What follows belongs to an exercise in optimizing a design on an open flow for small area; a production flow would make more cautious choices. Where RTL was checked, it was by simulation tests only, not by an equivalence proof against the original. No activity file was given, so power comes from the tool's default toggle rates.

## TopModule
module TopModule(
        input logic clk,
        input logic rst,
        input middleB,
        input upB,
        input leftB,
        input rightB,
        input downB,
        input [15:0] sw,
        output logic [6:0] seg,
        output logic dp,
        output logic [3:0] an,
        output logic [15:0] led
    );
clock: 6.0 ns
lec_check: 0
abc_area: 1
cap_margin: 20
core_margin: 2
core_utilization: 55
gpl_timing_driven: 0
slew_margin: 20
standard.sh (not shown) runs the stock make flow with config.mk's settings and CLKGATE_MAP_FILE= SYNTH_SCRIPT=/design/flow/synth_recipe.tcl, a recipe that flattens the netlist after the stock synthesis.
==> flow/flow/run.sh <==
#!/bin/bash
# Own layout flow: the standard synthesis, then the combinational logic
# between the (unchanged) registers is re-mapped by ABC with a stronger
# area script, then the standard layout from that netlist on, with
# clock-tree and port-buffer options for area. Each tool logs to its own file.
set -euo pipefail
HERE=$(pwd)
RES=$HERE/orfs/results/$FLOW_PLATFORM/TopModule/base
LIB=$FLOW_HOME/platforms/$FLOW_PLATFORM/lib/sky130_fd_sc_hd__tt_025C_1v80.lib

# 1. standard synthesis (the standard flow's own, unchanged)
bash standard.sh synth > log_synth.txt 2>&1

# 2. re-map the combinational logic; registers stay as they are
cp $RES/1_2_yosys.v $HERE/netlist_std.v
cp $RES/1_2_yosys.v $RES/1_2_yosys_std.v
python3 flow/split_lib.py $LIB $HERE/comb.lib $HERE/seq.lib > log_split.txt 2>&1
DU=""
for c in $(grep -A40 '^export DONT_USE_CELLS' $FLOW_HOME/platforms/$FLOW_PLATFORM/config.mk | grep -o 'sky130_fd_sc_hd__[a-z0-9_]*'); do
  DU="$DU -dont_use $c"
done
cat > $HERE/reopt.ys <<EOY
read_liberty -ignore_miss_func -ignore_miss_data_latch $HERE/comb.lib
read_liberty -lib $HERE/seq.lib
read_verilog $HERE/netlist_std.v
hierarchy -top $FLOW_TOP
flatten
opt_clean -purge
abc -script $HERE/flow/abc_area.script -liberty $LIB $DU
opt_clean -purge
hilomap -singleton -hicell sky130_fd_sc_hd__conb_1 HI -locell sky130_fd_sc_hd__conb_1 LO
splitnets
opt_clean -purge
insbuf -buf sky130_fd_sc_hd__buf_4 A X
tee -o $HERE/reopt_stat.txt stat -liberty $LIB
write_verilog -noattr -nohex -nodec $HERE/netlist_reopt.v
EOY
yosys -l log_reopt.txt -q -s $HERE/reopt.ys > /dev/null 2>&1
rm -f $HERE/comb.lib $HERE/seq.lib
cp $HERE/netlist_reopt.v $RES/1_2_yosys.v
touch $RES/1_2_yosys.v

# 3. the rest of the standard layout
export CTS_ARGS="-sink_clustering_enable -repair_clock_nets -dont_use_dummy_load -buf_list sky130_fd_sc_hd__clkbuf_8 -sink_clustering_size 20 -sink_clustering_max_diameter 60"
export BUFFER_PORTS_ARGS="-buffer_cell sky130_fd_sc_hd__buf_1"
bash standard.sh > log_layout.txt 2>&1
==> flow/flow/abc_area.script <==
strash; balance; rewrite; refactor; balance; rewrite; rewrite -z; balance; refactor -z; rewrite -z; balance; dc2; balance; rewrite; refactor; balance; rewrite; rewrite -z; balance; refactor -z; rewrite -z; balance; &get -n; &dch -f; &nf -p -R 1000 -F 8 -A 4; &put; topo
Other scripts of this flow, unchanged in this note and not shown: flow/flow/split_lib.py
Rerun with:
--- a/flow/flow/run.sh
+++ b/flow/flow/run.sh
@@ -43,3 +43,3 @@
 # 3. the rest of the standard layout
-export CTS_ARGS="-sink_clustering_enable -repair_clock_nets -dont_use_dummy_load -buf_list sky130_fd_sc_hd__clkbuf_8 -sink_clustering_size 20 -sink_clustering_max_diameter 60"
+export CTS_ARGS="-sink_clustering_enable -repair_clock_nets -dont_use_dummy_load -buf_list sky130_fd_sc_hd__clkbuf_4 -sink_clustering_size 10 -sink_clustering_max_diameter 40"
 export BUFFER_PORTS_ARGS="-buffer_cell sky130_fd_sc_hd__buf_1"
Settings changed: CORE_UTILIZATION 55 to 40, PLACE_DENSITY from default to 0.85.
Result:
- setup slack improved by 0.099 ns
- flip-flop and latch count is unchanged
- die area is higher by 37%
- cell area stays flat
- fmax is higher by 1.9%
- combinational power is higher by about 0.9%
- via count is higher by 4.6%
Rerun with:
--- a/flow/flow/run.sh
+++ b/flow/flow/run.sh
@@ -43,3 +43,3 @@
 # 3. the rest of the standard layout
-export CTS_ARGS="-sink_clustering_enable -repair_clock_nets -dont_use_dummy_load -buf_list sky130_fd_sc_hd__clkbuf_4 -sink_clustering_size 10 -sink_clustering_max_diameter 40"
+export CTS_ARGS="-sink_clustering_enable -repair_clock_nets -dont_use_dummy_load -buf_list sky130_fd_sc_hd__clkbuf_8 -sink_clustering_size 20 -sink_clustering_max_diameter 60"
 export BUFFER_PORTS_ARGS="-buffer_cell sky130_fd_sc_hd__buf_1"
==> flow/flow/abc_area.script (replaced) <==
strash; balance; rewrite; refactor; balance; rewrite; rewrite -z; balance; refactor -z; rewrite -z; balance; dc2; balance; rewrite; refactor; balance; rewrite; rewrite -z; balance; refactor -z; rewrite -z; balance; &get -n; &deepsyn -T 60; &put; &get -n; &dch -f; &nf -p -R 1000 -F 8 -A 4; &put; topo; strash; &get -n; &dch -f; &nf -p -R 1000 -F 8 -A 4; &put; topo
Settings changed: PLACE_DENSITY 0.85 to default.
After rerunning:
- cell area came out higher by 1.3%
- worst setup slack got worse by 0.45 ns
- maximum frequency came out lower by 7.8%
- via count came out lower by 7.3%
Rerun with:
==> flow/flow/abc_area.script (replaced) <==
strash; balance; rewrite; refactor; balance; rewrite; rewrite -z; balance; refactor -z; rewrite -z; balance; dc2; balance; rewrite; refactor; balance; rewrite; rewrite -z; balance; refactor -z; rewrite -z; balance; &get -n; &dch -f; &nf -p -R 1000 -F 8 -A 4; &put; topo; strash; &get -n; &dch -f; &nf -p -R 1000 -F 8 -A 4; &put; topo
Settings changed: CAP_MARGIN 20 to 10, SLEW_MARGIN 20 to 10.
Outcome: This time the run completed, yet does not pass: max-capacitance violations, max-slew violations; cell count grows by 0.53%; core utilization shrinks by 0.82 points; first-iteration DRC count came out higher by 8.7%; setup slack gets better by 0.20 ns; total power went down by 2.4%; sequential cell count stays the same; clock skew drops by 0.047 ns; routed wire length climbs by 1.0%; critical path depth is lower by 3; die area rises by 0.70%.

---

TopModule, a different RTL version from the one above (not shown whole).
Size: roughly 1300 cells after synthesis, ~51 I/O pins, ~0.014 mm² of cells after synthesis.
clock: 6.0 ns
lec_check: 0
abc_area: 1
cap_margin: 20
core_margin: 2
core_utilization: 40
slew_margin: 20
==> flow/flow/run.sh <==
#!/bin/bash
# Own layout flow: the standard synthesis, then the combinational logic
# between the (unchanged) registers is re-mapped by ABC with a stronger
# area script, then the standard layout from that netlist on, with
# clock-tree and port-buffer options for area. Each tool logs to its own file.
set -euo pipefail
HERE=$(pwd)
RES=$HERE/orfs/results/$FLOW_PLATFORM/TopModule/base
LIB=$FLOW_HOME/platforms/$FLOW_PLATFORM/lib/sky130_fd_sc_hd__tt_025C_1v80.lib

# 1. standard synthesis (the standard flow's own, unchanged)
bash standard.sh synth > log_synth.txt 2>&1

# 2. re-map the combinational logic; registers stay as they are
cp $RES/1_2_yosys.v $HERE/netlist_std.v
cp $RES/1_2_yosys.v $RES/1_2_yosys_std.v
python3 flow/split_lib.py $LIB $HERE/comb.lib $HERE/seq.lib > log_split.txt 2>&1
DU=""
for c in $(grep -A40 '^export DONT_USE_CELLS' $FLOW_HOME/platforms/$FLOW_PLATFORM/config.mk | grep -o 'sky130_fd_sc_hd__[a-z0-9_]*'); do
  DU="$DU -dont_use $c"
done
cat > $HERE/reopt.ys <<EOY
read_liberty -ignore_miss_func -ignore_miss_data_latch $HERE/comb.lib
read_liberty -lib $HERE/seq.lib
read_verilog $HERE/netlist_std.v
hierarchy -top $FLOW_TOP
flatten
opt_clean -purge
abc -script $HERE/flow/abc_area.script -liberty $LIB $DU
opt_clean -purge
hilomap -singleton -hicell sky130_fd_sc_hd__conb_1 HI -locell sky130_fd_sc_hd__conb_1 LO
splitnets
opt_clean -purge
insbuf -buf sky130_fd_sc_hd__buf_4 A X
tee -o $HERE/reopt_stat.txt stat -liberty $LIB
write_verilog -noattr -nohex -nodec $HERE/netlist_reopt.v
EOY
yosys -l log_reopt.txt -q -s $HERE/reopt.ys > /dev/null 2>&1
rm -f $HERE/comb.lib $HERE/seq.lib
cp $HERE/netlist_reopt.v $RES/1_2_yosys.v
touch $RES/1_2_yosys.v

# 3. the rest of the standard layout
export CTS_ARGS="-sink_clustering_enable -repair_clock_nets -dont_use_dummy_load -buf_list sky130_fd_sc_hd__clkbuf_8 -sink_clustering_size 30 -sink_clustering_max_diameter 50"
export BUFFER_PORTS_ARGS="-buffer_cell sky130_fd_sc_hd__buf_1"
bash standard.sh > log_layout.txt 2>&1
Other scripts of this flow, unchanged in this note and not shown: flow/flow/abc_area.script, flow/flow/split_lib.py
==> next run, changes <==
--- a/flow/flow/run.sh
+++ b/flow/flow/run.sh
@@ -44 +44 @@
-export CTS_ARGS="-sink_clustering_enable -repair_clock_nets -dont_use_dummy_load -buf_list sky130_fd_sc_hd__clkbuf_8 -sink_clustering_size 30 -sink_clustering_max_diameter 50"
+export CTS_ARGS="-sink_clustering_enable -repair_clock_nets -dont_use_dummy_load -buf_list sky130_fd_sc_hd__clkbuf_8 -sink_clustering_size 20 -sink_clustering_max_diameter 60"
Count of clock-buffer cells in the layout came out lower by 6.
Utilization went down by 0.25 points.
Area after synthesis is unchanged.
Die area is unchanged.
Cell count fell by 0.37%.
Routed wire length hardly moves.
Via count stays flat.
Final area falls by 0.54%.
No functional check of the RTL was part of any run of this note.

---

## run A
TopModule with an RTL version that a note above also has.
For scale: roughly 51 I/O pins, about 14000 um^2 of cells after synthesis.
Settings: LEC_CHECK=0, ABC_AREA=1, CAP_MARGIN=20, CORE_MARGIN=2, CORE_UTILIZATION=40, GPL_TIMING_DRIVEN=0, SLEW_MARGIN=20; clock period 6.0 ns.
==> flow/flow/run.sh <==
#!/bin/bash
# Own layout flow: the standard synthesis, then the combinational logic
# between the (unchanged) registers is re-mapped by ABC with a stronger
# area script, then the standard layout from that netlist on, with
# clock-tree and port-buffer options for area. Each tool logs to its own file.
set -euo pipefail
HERE=$(pwd)
RES=$HERE/orfs/results/$FLOW_PLATFORM/TopModule/base
LIB=$FLOW_HOME/platforms/$FLOW_PLATFORM/lib/sky130_fd_sc_hd__tt_025C_1v80.lib

# 1. standard synthesis (the standard flow's own, unchanged)
bash standard.sh synth > log_synth.txt 2>&1

# 2. re-map the combinational logic; registers stay as they are
cp $RES/1_2_yosys.v $HERE/netlist_std.v
cp $RES/1_2_yosys.v $RES/1_2_yosys_std.v
python3 flow/split_lib.py $LIB $HERE/comb.lib $HERE/seq.lib > log_split.txt 2>&1
DU=""
for c in $(grep -A40 '^export DONT_USE_CELLS' $FLOW_HOME/platforms/$FLOW_PLATFORM/config.mk | grep -o 'sky130_fd_sc_hd__[a-z0-9_]*'); do
  DU="$DU -dont_use $c"
done
cat > $HERE/reopt.ys <<EOY
read_liberty -ignore_miss_func -ignore_miss_data_latch $HERE/comb.lib
read_liberty -lib $HERE/seq.lib
read_verilog $HERE/netlist_std.v
hierarchy -top $FLOW_TOP
flatten
opt_clean -purge
abc -script $HERE/flow/abc_area.script -liberty $LIB $DU
opt_clean -purge
hilomap -singleton -hicell sky130_fd_sc_hd__conb_1 HI -locell sky130_fd_sc_hd__conb_1 LO
splitnets
opt_clean -purge
insbuf -buf sky130_fd_sc_hd__buf_4 A X
tee -o $HERE/reopt_stat.txt stat -liberty $LIB
write_verilog -noattr -nohex -nodec $HERE/netlist_reopt.v
EOY
yosys -l log_reopt.txt -q -s $HERE/reopt.ys > /dev/null 2>&1
rm -f $HERE/comb.lib $HERE/seq.lib
cp $HERE/netlist_reopt.v $RES/1_2_yosys.v
touch $RES/1_2_yosys.v

# 3. the rest of the standard layout
export CTS_ARGS="-sink_clustering_enable -repair_clock_nets -dont_use_dummy_load -buf_list sky130_fd_sc_hd__clkbuf_16 -sink_clustering_size 30 -sink_clustering_max_diameter 60"
export BUFFER_PORTS_ARGS="-buffer_cell sky130_fd_sc_hd__buf_1"
bash standard.sh > log_layout.txt 2>&1
Other scripts of this flow, unchanged in this note and not shown: flow/flow/abc_area.script, flow/flow/split_lib.py
Relative to run A, the following input files were edited for run B:
--- a/flow/flow/run.sh
+++ b/flow/flow/run.sh
@@ -43,3 +43,3 @@
 # 3. the rest of the standard layout
-export CTS_ARGS="-sink_clustering_enable -repair_clock_nets -dont_use_dummy_load -buf_list sky130_fd_sc_hd__clkbuf_16 -sink_clustering_size 30 -sink_clustering_max_diameter 60"
+export CTS_ARGS="-sink_clustering_enable -repair_clock_nets -dont_use_dummy_load -buf_list sky130_fd_sc_hd__clkbuf_8 -sink_clustering_size 20 -sink_clustering_max_diameter 60"
 export BUFFER_PORTS_ARGS="-buffer_cell sky130_fd_sc_hd__buf_1"
[summary]
Across run A and run B, none had a timing, DRC or antenna violation. Core occupancy in the finished layout: lower on run B. On global router's overall resource usage, run B tracks run A almost exactly. Re final hold violation count: no difference whatsoever between run A and run B.
--- input diff run B..run C ---
Settings: setting PLACE_DENSITY to 0.85 for the first time.
--- a/flow/flow/run.sh
+++ b/flow/flow/run.sh
@@ -43,3 +43,3 @@
 # 3. the rest of the standard layout
-export CTS_ARGS="-sink_clustering_enable -repair_clock_nets -dont_use_dummy_load -buf_list sky130_fd_sc_hd__clkbuf_8 -sink_clustering_size 20 -sink_clustering_max_diameter 60"
+export CTS_ARGS="-sink_clustering_enable -repair_clock_nets -dont_use_dummy_load -buf_list sky130_fd_sc_hd__clkbuf_8 -sink_clustering_size 16 -sink_clustering_max_diameter 60"
 export BUFFER_PORTS_ARGS="-buffer_cell sky130_fd_sc_hd__buf_1"
==> run notes <==
Diff run B -> run C: pre-CTS setup slack moved up; core utilization moved down. Power: run C draws less than run B. Chip height: run C vs run B identical. Going from run B to run C, internal portion of total power fell by about 1.9%; final area fell by about 0.8%; top achievable clock speed increased 3.0%; wire length per cell after detailed routing went down. From run B to run C the numbers moved as follows: non-clock buffer count decreased by 3 relative to the old numbers, first-pass iteration count of the detailed router increased by 2 relative to the old numbers.
--- input diff run C..run D ---
--- a/flow/flow/run.sh
+++ b/flow/flow/run.sh
@@ -38,7 +38,18 @@
 yosys -l log_reopt.txt -q -s $HERE/reopt.ys > /dev/null 2>&1
-rm -f $HERE/comb.lib $HERE/seq.lib
-cp $HERE/netlist_reopt.v $RES/1_2_yosys.v
+
+# 3. prove the re-mapped logic equal to the standard synthesis's (registers
+#    cut open, SAT on the miter); keep the standard netlist if it is not
+python3 flow/cut.py $HERE/netlist_std.v $HERE/cut_std.v
+python3 flow/cut.py $HERE/netlist_reopt.v $HERE/cut_reopt.v
+if yosys -l log_equiv.txt -q -p "read_liberty -ignore_miss_func -ignore_miss_data_latch $HERE/comb.lib; read_verilog $HERE/cut_std.v; rename $FLOW_TOP gold; read_verilog $HERE/cut_reopt.v; rename $FLOW_TOP gate; flatten gold gate; opt_clean; miter -equiv -flatten -make_outputs gold gate miter; hierarchy -top miter; sat -verify -prove trigger 0" > /dev/null 2>&1; then
+  echo "re-mapped netlist proven equal; using it" > equiv_result.txt
+  cp $HERE/netlist_reopt.v $RES/1_2_yosys.v
+else
+  echo "re-mapped netlist NOT proven equal; keeping the standard one" > equiv_result.txt
+  cp $HERE/netlist_std.v $RES/1_2_yosys.v
+fi
+rm -f $HERE/comb.lib $HERE/seq.lib $HERE/cut_std.v $HERE/cut_reopt.v
 touch $RES/1_2_yosys.v
 
-# 3. the rest of the standard layout
+# 4. the rest of the standard layout
 export CTS_ARGS="-sink_clustering_enable -repair_clock_nets -dont_use_dummy_load -buf_list sky130_fd_sc_hd__clkbuf_8 -sink_clustering_size 16 -sink_clustering_max_diameter 60"
==> flow/flow/cut.py (new file) <==
# cut.py in.v out.v: replace each register instance by ports (its Q becomes an
# input, its D and DE outputs), leaving only the combinational logic.
import re,sys
txt=open(sys.argv[1]).read()
m=re.search(r'module\s+TopModule\s*\((.*?)\);',txt,re.S)
ports=m.group(1)
newports=[];decls=[];
def repl(mm):
    typ,name,conns=mm.group(1),mm.group(2),mm.group(3)
    if not re.search(r'__(dfxtp|edfxtp|dfxbp|dfrtp)',typ): return mm.group(0)
    base=re.sub(r'[^A-Za-z0-9_]','_',name.lstrip('\\'))
    out=[]
    for pin,net in re.findall(r'\.(\w+)\(([^()]*)\)',conns):
        net=net.strip()
        if pin=='CLK': continue
        p='cut_%s_%s'%(base,pin)
        newports.append(p)
        if pin in ('Q','Q_N'):
            decls.append('  input %s;'%p); out.append('  assign %s = %s ;'%(net,p))
        else:
            decls.append('  output %s;'%p); out.append('  assign %s = %s ;'%(p,net))
    return '\n'.join(out)
body=re.sub(r'(sky130_fd_sc_hd__\w+)\s+(\S+)\s*\((.*?)\);',repl,txt,flags=re.S)
body=body.replace(m.group(0),'module TopModule(%s, %s);\n%s'%(ports,', '.join(newports),'\n'.join(decls)),1)
open(sys.argv[2],'w').write(body)
==> run notes <==
As far as power spent charging and discharging nets goes, run D and run C are indistinguishable; the numbers are identical.
Run D vs. run C: number of antenna violations at the first check in global routing has remained practically unchanged, relative area of clock buffers and inverters in the final design has remained practically unchanged, via count has remained practically unchanged, fill cell instance count of the final layout has remained practically unchanged, via density per instance has remained practically unchanged.
Here is what was changed in the inputs of run E compared with run D.
Settings: changing PLACE_DENSITY from 0.85 to 0.75.
--- a/flow/flow/run.sh
+++ b/flow/flow/run.sh
@@ -38,18 +38,7 @@
 yosys -l log_reopt.txt -q -s $HERE/reopt.ys > /dev/null 2>&1
-
-# 3. prove the re-mapped logic equal to the standard synthesis's (registers
-#    cut open, SAT on the miter); keep the standard netlist if it is not
-python3 flow/cut.py $HERE/netlist_std.v $HERE/cut_std.v
-python3 flow/cut.py $HERE/netlist_reopt.v $HERE/cut_reopt.v
-if yosys -l log_equiv.txt -q -p "read_liberty -ignore_miss_func -ignore_miss_data_latch $HERE/comb.lib; read_verilog $HERE/cut_std.v; rename $FLOW_TOP gold; read_verilog $HERE/cut_reopt.v; rename $FLOW_TOP gate; flatten gold gate; opt_clean; miter -equiv -flatten -make_outputs gold gate miter; hierarchy -top miter; sat -verify -prove trigger 0" > /dev/null 2>&1; then
-  echo "re-mapped netlist proven equal; using it" > equiv_result.txt
-  cp $HERE/netlist_reopt.v $RES/1_2_yosys.v
-else
-  echo "re-mapped netlist NOT proven equal; keeping the standard one" > equiv_result.txt
-  cp $HERE/netlist_std.v $RES/1_2_yosys.v
-fi
-rm -f $HERE/comb.lib $HERE/seq.lib $HERE/cut_std.v $HERE/cut_reopt.v
+rm -f $HERE/comb.lib $HERE/seq.lib
+cp $HERE/netlist_reopt.v $RES/1_2_yosys.v
 touch $RES/1_2_yosys.v
 
-# 4. the rest of the standard layout
+# 3. the rest of the standard layout
 export CTS_ARGS="-sink_clustering_enable -repair_clock_nets -dont_use_dummy_load -buf_list sky130_fd_sc_hd__clkbuf_8 -sink_clustering_size 16 -sink_clustering_max_diameter 60"
removed: flow/flow/cut.py
Notes after the runs:
- Run E: smallest hold slack 0.021 ns below run D
- Looking at launching instance or port of the critical path, the Amem[0]$_SDFFE_PP0P_ result is from run D; the Amem[1]$_SDFFE_PP0P_ one comes from run E.
- Cell with the biggest individual delay on the critical path: sky130_fd_sc_hd__nor4_1 -> run D, sky130_fd_sc_hd__nand3_1 -> run E
- Per the comparison of run E with run D, portion of total power attributed to combinational logic shows no meaningful change; final area did not really move.
- Run E has slack of the worst reg-to-reg path above what run D had.

[afterwards: timing with drivers on the ports]
Ports are ideal in the flow. The routed layouts listed here were re-timed in OpenROAD.
Step 1 assumes that a clkbuf_16 drives the clock port and a buf_2 every other input.
Step 2, shift: input delay + t, output delay - t, t = (earliest + latest rising clock arrival at the registers) / 2. This alone moves slack from input paths to output paths.
Three values: no drivers, after step 1, after step 2; two values: the first two.
| run | shift t [ns] | slack for setup (ns) | worst hold slack (ns) | clock arrival spread, ns | worst data-port slew with drivers (ns) |
|---|---|---|---|---|---|
| the first run of note 1 | 0.632 | 0.626 / 0.579 / 1.211 | 0.426 / 0.426 / 0.426 | 0.085 / 0.086 | 0.03 |
| the second run of note 1 | 0.720 | 0.724 / 0.681 / 1.216 | 0.446 / 0.446 / 0.446 | 0.088 / 0.087 | 0.03 |
| the third run of note 1 | 0.633 | 0.278 / 0.231 / 0.864 | 0.440 / 0.440 / 0.440 | 0.086 / 0.086 | 0.04 |
| the fourth run of note 1 | 0.621 | 0.476 / 0.431 / 1.052 | 0.455 / 0.455 / 0.455 | 0.039 / 0.039 | 0.03 |
| the first run of note 2 | 0.605 | 1.032 / 0.983 / 1.588 | 0.413 / 0.413 / 0.413 | 0.066 / 0.065 | 0.04 |
| the second run of note 2 | 0.632 | 0.997 / 0.948 / 1.580 | 0.418 / 0.418 / 0.418 | 0.063 / 0.062 | 0.04 |
| run A | 0.602 | 0.698 / 0.646 / 1.248 | 0.449 / 0.449 / 0.449 | 0.052 / 0.052 | 0.04 |
| run B | 0.630 | 0.679 / 0.629 / 1.259 | 0.450 / 0.450 / 0.450 | 0.047 / 0.046 | 0.04 |
| run C | 0.598 | 0.835 / 0.792 / 1.261 | 0.453 / 0.453 / 0.453 | 0.048 / 0.048 | 0.03 |
| run D | 0.598 | 0.835 / 0.792 / 1.261 | 0.453 / 0.453 / 0.453 | 0.048 / 0.048 | 0.03 |
| run E | 0.631 | 0.681 / 0.637 / 1.268 | 0.433 / 0.433 / 0.433 | 0.074 / 0.075 | 0.04 |
